Source: an optimization exercise on an open RTL-to-GDS flow (aim: small area and a short achievable clock period). Production flows keep margins and buffers that such runs may drop. Function was checked by simulation only, so behaviour that the tests miss may differ from the original. No activity file was given, so power comes from the tool's default toggle rates.

run A:
==> flow/design.v <==
module CRD(
    input clock,
    input reset,
    input [4:0] data,
    output reg Z,
    output reg ADD,
    output reg DROP,
    output DROP_w
);
reg [4:0] data_r;
reg [4:0] Q;
reg p0, p4;
wire [4:0] flag_w = data ^ {5{data_r[4]}};
wire [4:0] pick = {flag_w[2] & ~flag_w[1] & ~flag_w[0],
                   flag_w[1] & ~flag_w[0],
                   flag_w[0],
                   flag_w[4] & ~flag_w[3] & ~flag_w[2] & ~flag_w[1] & ~flag_w[0],
                   flag_w[3] & ~flag_w[2] & ~flag_w[1] & ~flag_w[0]};
wire [4:0] Q_w = ((data != data_r) && (|pick)) ? pick : Q;
wire ADD_w = p0 & Q[4];
assign DROP_w = p4 & Q[0];
always @(posedge clock) begin
    if (reset) begin
        data_r <= 5'b0;
        Q <= 5'b00001;
        p0 <= 1'b1;
        p4 <= 1'b0;
        Z <= 1'b0;
        ADD <= 1'b0;
        DROP <= 1'b0;
    end else begin
        data_r <= data;
        Q <= Q_w;
        p0 <= Q[0];
        p4 <= Q[4];
        Z <= ADD_w ^ (|(data_r & Q));
        ADD <= ADD_w;
        DROP <= DROP_w;
    end
end
endmodule
module ad_fifo #(parameter N = 41)
(
    input  Clock, Reset,
    input  Z, Add, Drop, DropNext,
    output reg Underflow, Overflow, Data
);
localparam M = N / 2;           
reg [N-1:2] e_q, f_q;           
reg [N-1:1] d_q;
reg a1, z1;                     
reg [N-1:0] h;                  
reg T;                          
reg go;                         
wire [N-1:0] d = {d_q, Drop};
wire [N-1:0] e = {e_q, a1 | (Add & d_q[1]), Add};
wire [N-1:0] f = {f_q, d_q[1] ? Z : z1, ~Drop & Z};
wire [N-1:0] hs = (h & ~d) | ({1'b0, h[N-1:1]} & {1'b0, d[N-1:1]});
wire [N-1:0] h_n = (T | ~go) ? {h[N-2:0], 1'b0} : hs;
wire T_n = go & ~T & (|(h & e));
wire data_n = T ? ~Data & ~Overflow : go & (|(h & f));
wire under_n = go & ~T & hs[0] & ~Add & DropNext;
wire over_n = ~T & h[N-1] & e[N-1] & ~d[N-1];
always @(posedge Clock) begin
    e_q <= e[N-2:1];
    f_q <= f[N-2:1];
    a1 <= Add;
    z1 <= Z;
    d_q <= {d_q[N-2:1], Drop};
    if (Reset) begin
        h <= {{(N-1){1'b0}}, 1'b1};
        T <= 1'b0;
        go <= 1'b0;
        Data <= 1'b0;
        Underflow <= 1'b0;
        Overflow <= 1'b0;
    end else begin
        h <= h_n;
        T <= T_n;
        go <= go | h[M-1];
        Data <= data_n;
        Underflow <= under_n;
        Overflow <= over_n;
    end
end
endmodule
module dr_core
(
    input        clock_480,
    input        reset,
    input  [4:0] data_in,
    output       data_out,
    output       underflow,
    output       overflow
);
wire z_crd, add_crd, drop_crd, drop_next;
CRD crd(
    .clock(clock_480),
    .reset(reset),
    .data(data_in),
    .Z(z_crd),
    .ADD(add_crd),
    .DROP(drop_crd),
    .DROP_w(drop_next)
);
ad_fifo #(.N(41)) fifo
(
    .Clock(clock_480),
    .Reset(reset),
    .Z(z_crd),
    .Add(add_crd),
    .Drop(drop_crd),
    .DropNext(drop_next),
    .Underflow(underflow),
    .Overflow(overflow),
    .Data(data_out)
);
endmodule
Settings: LEC_CHECK=0, ABC_AREA=1, CAP_MARGIN=20, CORE_MARGIN=2, CORE_UTILIZATION=60, GPL_TIMING_DRIVEN=0, PLACE_DENSITY=0.75, SETUP_SLACK_MARGIN=1.75, SLEW_MARGIN=20; clock period 3.3 ns.
standard.sh (not shown) runs the stock make flow with config.mk's settings and CLKGATE_MAP_FILE= SYNTH_SCRIPT=/design/flow/synth_recipe.tcl, a recipe that flattens the netlist after the stock synthesis.
==> flow/flow/run.sh <==
#!/bin/bash
# The standard layout, with clock tree synthesis told not to add dummy load
# cells for balancing (they are cell area that drives nothing) and to use a
# stronger buffer at the root of the tree.
set -euo pipefail
CTS="-sink_clustering_enable -repair_clock_nets -buf_list sky130_fd_sc_hd__clkbuf_8 -root_buf sky130_fd_sc_hd__clkbuf_16 -dont_use_dummy_load"
bash standard.sh finish "CTS_ARGS=$CTS" > standard.log 2>&1
Run A: full flow OK, the timing, design-rule and antenna checks passed
[inputs] run B vs run A
- CTS_BUF_LIST now sky130_fd_sc_hd__clkbuf_8, previously not set
- GPL_TIMING_DRIVEN no longer set, was 0
- ABC_AREA no longer set, was 1
==> flow/run.sh (new file) <==
#!/bin/bash
# synth_recipe.tcl (not shown) runs the flow's synth.tcl, then flattens the netlist and writes it again
# the make line also repeats each setting of config.mk as NAME=value (left out here)
make -C /OpenROAD-flow-scripts/flow DESIGN_CONFIG=/design/flow/config.mk WORK_HOME=/design/flow/orfs CLKGATE_MAP_FILE= SYNTH_SCRIPT=/design/flow/synth_recipe.tcl finish
removed: flow/flow/run.sh
removed: flow/standard.sh
==> comparison <==
| worst hold slack | run B vs run A | 16 ps higher |. Run B vs run A on overall die area: run B is the lower one. Diff run A -> run B | non-clock buffer count | increase of 17%. Between run A and run B, post-route fraction of the period consumed by the critical path is lower for run A, run B comes in above that.
--- input diff run B..run C ---
- ABC_AREA: unset -> 1
==> flow/flow/run.sh (new file) <==
#!/bin/bash
# The standard layout, with clock tree synthesis told not to add dummy load
# cells for balancing (they are cell area that drives nothing), to use a
# stronger buffer at the root of the tree and larger sink clusters.
set -euo pipefail
CTS="-sink_clustering_enable -repair_clock_nets -buf_list sky130_fd_sc_hd__clkbuf_16 -root_buf sky130_fd_sc_hd__clkbuf_16 -sink_clustering_size 30 -sink_clustering_max_diameter 120 -dont_use_dummy_load"
bash standard.sh finish "CTS_ARGS=$CTS" > standard.log 2>&1
==> flow/standard.sh (new file) <==
#!/bin/bash
# synth_recipe.tcl (not shown) runs the flow's synth.tcl, then flattens the netlist and writes it again
# the make line also repeats each setting of config.mk as NAME=value (left out here)
make -C /OpenROAD-flow-scripts/flow DESIGN_CONFIG=/design/flow/config.mk WORK_HOME=/design/flow/orfs CLKGATE_MAP_FILE= SYNTH_SCRIPT=/design/flow/synth_recipe.tcl "${@:-finish}"
removed: flow/run.sh
Results
Multi-input gate count of run C exceeds that of run B by more than a quarter.
Remaining antenna violation count: run C vs run B identical
Relative to run B, power density over the cells has increased by about 2% in run C.
The worst setup slack of run C exceeds that of run B by 310 ps.
The die area in run C was higher than what run B gave.
In the flow results for run B and run C, the proportion of power drawn by the clock network is larger on run C.
Reg2reg setup slack: run C better than run B
Cmp run C vs run B: design area lower in run C
Edits applied to the flow inputs when going from run C to run D:
- swapping 60 for 50 in CORE_UTILIZATION
- swapping 0.75 for 0.7 in PLACE_DENSITY
- putting GPL_TIMING_DRIVEN at 0 where nothing was set
- clearing CTS_BUF_LIST, which used to be sky130_fd_sc_hd__clkbuf_8
==> flow/flow/run.sh <==
#!/bin/bash
# The standard layout, with clock tree synthesis told not to add dummy load
# cells for balancing (they are cell area that drives nothing) and to use a
# stronger buffer at the root of the tree.
set -euo pipefail
CTS="-sink_clustering_enable -repair_clock_nets -buf_list sky130_fd_sc_hd__clkbuf_8 -root_buf sky130_fd_sc_hd__clkbuf_16 -dont_use_dummy_load"
bash standard.sh finish "CTS_ARGS=$CTS" > standard.log 2>&1
==> comparison <==
Timing, DRC, antenna: 0 failures across run D and run C
Per the comparison of run D with run C, met2 layer wire length in the routed design shrank by 3.4%, worst setup slack saw an increase, relative contribution of the clock network to total power went down 7.5 points.
The faster design of the two is run D; run C tops out lower.
Power drawn by the clock network (run D / run C): 0.72
Run D vs run C — routed wire length on met3 climbed by more than 10%
STATUS clock period minus worst slack: run D wins against run C
There was hardly any difference in worst hold slack between run D and run C.
Delta (run D minus run C): combinational share of power climbed 0.9 points; net switching fraction of the power picked up an extra 1.4 points.

## separate check: timing with driven ports
How much do the figures lean on ideal ports? The routed layouts below were timed once more, with nothing changed but the port constraints.
Step 1 assumes that a clkbuf_16 drives the clock port and a buf_2 every other input.
Step 2 times the ports against the registers' clock, not the clock port: input delays grow and output delays shrink by t, the midpoint of the rising clock arrivals with the driver on.
Three values: no drivers, after step 1, after step 2; two values: the first two.
run	t, ns	setup slack, ns	worst setup path at the end	worst data-port slew with drivers (ns)	pins driven straight from the clock port
run A	0.402	1.822 / 1.784 / 1.468	input to register	0.03	1
run B	0.462	1.483 / 1.482 / 1.020	input to register	0.04	1
run C	0.441	1.788 / 1.748 / 1.431	input to register	0.03	1
run D	0.414	1.810 / 1.767 / 1.468	input to register	0.03	1
After both steps every run listed still meets setup and hold. For run B, which loses most, drivers alone change the setup slack by -0.001 ns; drivers and shift together by -0.463 ns.
